This is an optimization exercise on Yosys and OpenROAD, whose aim is small area and a short achievable clock period, not a production implementation.
At most, simulation tests tie the RTL to the original design; equivalence was not proved.
No activity file was given, so power comes from the tool's default toggle rates.

the reference run:
Design alu16_reg, start of the top module:
module alu16_reg (
    input             clk,
    input      [15:0] valA,
    input      [15:0] valB,
    input      [ 3:0] aluop,
    input             shift_Dir,
    input             rotator_Dir,
    input             sub,
    output reg [ 3:0] cc,
    output reg [15:0] result
);
    reg [15:0] a_q, b_q;
    reg [ 3:0] op_q;
    reg        sd_q, rd_q, sub_q;
    wire [ 3:0] cc_d;
    wire [15:0] result_d;
    always @(posedge clk) begin
        a_q   <= valA;
        b_q   <= valB;
        op_q  <= aluop;
        sd_q  <= shift_Dir;
        rd_q  <= rotator_Dir;
        sub_q <= sub;
        cc     <= cc_d;
        result <= result_d;
    end
    ALU16 u_alu (a_q, b_q, op_q, sd_q, rd_q, sub_q, cc_d, result_d);
endmodule
Settings: LEC_CHECK=0, ABC_AREA=1, CAP_MARGIN=20, CORE_MARGIN=2, CORE_UTILIZATION=40, CTS_BUF_LIST=sky130_fd_sc_hd__clkbuf_4 sky130_fd_sc_hd__clkbuf_8, SETUP_SLACK_MARGIN=2, SLEW_MARGIN=20; clock period 8.5 ns.
standard.sh (not shown) runs the stock make flow with config.mk's settings and CLKGATE_MAP_FILE= SYNTH_SCRIPT=/design/flow/synth_recipe.tcl, a recipe that flattens the netlist after the stock synthesis.
==> flow/flow/run.sh <==
#!/bin/bash
set -euo pipefail
W=$PWD
rm -rf "$W/scripts_amap"
cp -r "$FLOW_HOME/scripts" "$W/scripts_amap"
cp "$W/flow/abc_area.script" "$W/scripts_amap/abc_area.script"
bash "$W/standard.sh" "SCRIPTS_DIR=$W/scripts_amap" synth > "$W/synth.log" 2>&1
bash "$W/standard.sh" "BUFFER_PORTS_ARGS=-buffer_cell sky130_fd_sc_hd__buf_1" finish > "$W/layout.log" 2>&1
==> flow/flow/abc_area.script <==
strash
dch
amap
topo
stime -c
The reference run: flow completed, timing, DRC and antenna clean
Inputs modified between the reference run and the trial run:
--- a/flow/design.v
+++ b/flow/design.v
@@ -315,22 +315,26 @@
 	assign cp_c[15] = cp_G31;
 	assign cp_c[16] = cp_G32;
 	assign cp_s = cp_p ^ cp_c[15:0];
 	wire [15:0] cp_s_mul = cp_s;
 	wire p16 = (((((((pp0[16] ^ pp1[14]) ^ (pp2[12] ^ pp3[10])) ^ ((pp4[8] ^ pp5[6]) ^ (pp6[4] ^ pp7[2]))) ^ ((c20 ^ c22) ^ c24)) ^ (c58 ^ c60)) ^ c84) ^ c112) ^ cp_c[16];
 	wire [16:0] prod = {p16, cp_s};
 	wire [3:0] tt = {op_and | op_or, op_or | op_xor | op_not, op_or | op_xor, op_not};
 	wire [15:0] lgo;
 	generate for (k = 0; k < 16; k = k + 1) begin : lu
 		assign lgo[k] = valA[k] ? (valB[k] ? tt[3] : tt[2]) : (valB[k] ? tt[1] : tt[0]);
 	end endgenerate
-	wire [15:0] res =
-		({16{op_ar | op_mul}} & cp_s) |
+	wire [15:0] res_o;
+	wire        op_cp = op_ar | op_mul;
+	wire [15:0] res = res_o | ({16{op_cp}} & cp_s);
+	assign res_o =
 		({16{op_sh}}  & shr) |
 		lgo;
 	assign result = res;
 	wire N = res[15];
-	wire Z = ~|res;
+	wire [15:0] zk = {cp_p[14:0] | cp_g[14:0], op_ar & sub};
+	wire        zcp = ~|(cp_p ^ zk);
+	wire Z = ~|res_o & (~op_cp | zcp);
 	wire C = (op_add & co) | (op_mul & prod[16]);
 	wire V = (op_add & vad) | (op_lsh & vsh);
 	assign cc = {N, Z, C, V};
 endmodule
Results
- Fraction of area in clock buffers and inverters: lower on the trial run
- Area taken by flip-flops and latches: the reference run vs the trial run, no meaningful difference
- In summary, the trial run completed successfully, with a layout that passed the timing, design-rule and antenna checks.
- Overall power consumption: the trial run > the reference run
- Sort the trial run and the reference run by share of total power in combinational logic, descending, and the trial run comes first.
- The reference run → the trial run: cell count after synthesis now sits higher; total global-route track usage now sits lower; worst hold slack now sits higher; growth of design area from synthesis to finish now sits at about the same level.
- Comparing the trial run and the reference run, the lower path length in cells of the critical path was measured on the trial run.
- As of the trial run, number of placement rows had risen by a few percent compared to the reference run.
- Relative to the reference run, the routed wire length measured on the trial run has increased by more than 10%.
Function not checked in the trial run: the RTL went through the layout flow alone.


alu16_reg, a different RTL version from the one above (not shown whole).
Size in the first run: about 940 cells after synthesis, roughly 58 flip-flops, roughly 60 I/O pins, roughly 0.0069 mm^2 of cells after synthesis.
// alu16_reg
module alu16_reg (
    input             clk,
    input      [15:0] valA,
    input      [15:0] valB,
    input      [ 3:0] aluop,
    input             shift_Dir,
    input             rotator_Dir,
    input             sub,
    output reg [ 3:0] cc,
    output reg [15:0] result
);
    reg [15:0] a_q, b_q;
    reg [ 3:0] op_q;
    reg        sd_q, rd_q, sub_q;
    wire [ 3:0] cc_d;
    wire [15:0] result_d;
    always @(posedge clk) begin
        a_q   <= valA;
        b_q   <= valB;
        op_q  <= aluop;
        sd_q  <= shift_Dir;
        rd_q  <= rotator_Dir;
        sub_q <= sub;
        cc     <= cc_d;
        result <= result_d;
    end
    ALU16 u_alu (a_q, b_q, op_q, sd_q, rd_q, sub_q, cc_d, result_d);
endmodule
clock: 8.5 ns
lec_check: 0
abc_area: 1
cap_margin: 20
core_margin: 2
core_utilization: 40
cts_buf_list: sky130_fd_sc_hd__clkbuf_4 sky130_fd_sc_hd__clkbuf_8
setup_slack_margin: 2
slew_margin: 20
Scripts as last shown in full above: flow/flow/run.sh, flow/flow/abc_area.script
The baseline finished clean.
Next try:
--- a/flow/design.v
+++ b/flow/design.v
@@ -316,24 +316,20 @@
 	assign cp_s = cp_p ^ cp_c[15:0];
 	wire [15:0] cp_s_mul = cp_s;
 	wire p16 = (((((((pp0[16] ^ pp1[14]) ^ (pp2[12] ^ pp3[10])) ^ ((pp4[8] ^ pp5[6]) ^ (pp6[4] ^ pp7[2]))) ^ ((c20 ^ c22) ^ c24)) ^ (c58 ^ c60)) ^ c84) ^ c112) ^ cp_c[16];
 	wire [16:0] prod = {p16, cp_s};
 	wire [3:0] tt = {op_and | op_or, op_or | op_xor | op_not, op_or | op_xor, op_not};
 	wire [15:0] lgo;
 	generate for (k = 0; k < 16; k = k + 1) begin : lu
 		assign lgo[k] = valA[k] ? (valB[k] ? tt[3] : tt[2]) : (valB[k] ? tt[1] : tt[0]);
 	end endgenerate
-	wire [15:0] res_o;
-	wire        op_cp = op_ar | op_mul;
-	wire [15:0] res = res_o | ({16{op_cp}} & cp_s);
-	assign res_o =
+	wire [15:0] res =
+		({16{op_ar | op_mul}} & cp_s) |
 		({16{op_sh}}  & shr) |
 		lgo;
 	assign result = res;
 	wire N = res[15];
-	wire [15:0] zk = {cp_p[14:0] | cp_g[14:0], op_ar & sub};
-	wire        zcp = ~|(cp_p ^ zk);
-	wire Z = ~|res_o & (~op_cp | zcp);
+	wire Z = ~|res;
 	wire C = (op_add & co) | (op_mul & prod[16]);
 	wire V = (op_add & vad) | (op_lsh & vsh);
 	assign cc = {N, Z, C, V};
 endmodule
The changed run completed without violations.
First-iteration DRC count went down by 17%.
Die area went down by 7.2%.
Routed wire length went down by 9.1%.
Via count went down by 8.1%.
Cell area went down by 7.3%.
Non-clock buffer count went down by 8.
Count of clock-buffer cells in the layout went up by 1.
Register-to-register slack barely changes.
Worst hold slack got worse by 0.16 ns.
Worst setup slack got worse by 0.0032 ns.
No run of this note included a check of the RTL's function; only the layout flow was run.

re-timing with driven ports:
The flow's constraints put no driver on any port. The routed layouts listed below were extracted and timed again, unchanged, in two steps.
Step 1, drivers: a clkbuf_16 drives clk and a buf_2 each remaining input, both assumed.
Step 2 also shifts input and output timing later by t, the mid clock arrival at the registers, as if the neighbouring blocks saw the same clock.
Slacks: no drivers / after step 1 / after step 2; pairs: no drivers / after step 1.
run | shift t [ns] | setup slack, ns | clock arrival spread, ns | worst data-port slew with drivers (ns)
the reference run | 0.408 | 2.344 / 2.344 / 2.344 | 0.011 / 0.011 | 0.05
the trial run | 0.401 | 2.284 / 2.284 / 2.284 | 0.019 / 0.019 | 0.03
the first run of note 2 | 0.421 | 2.426 / 2.426 / 2.426 | 0.029 / 0.029 | 0.04
the second run of note 2 | 0.419 | 2.423 / 2.423 / 2.423 | 0.028 / 0.028 | 0.04
After both steps setup and hold are still met in every run listed.
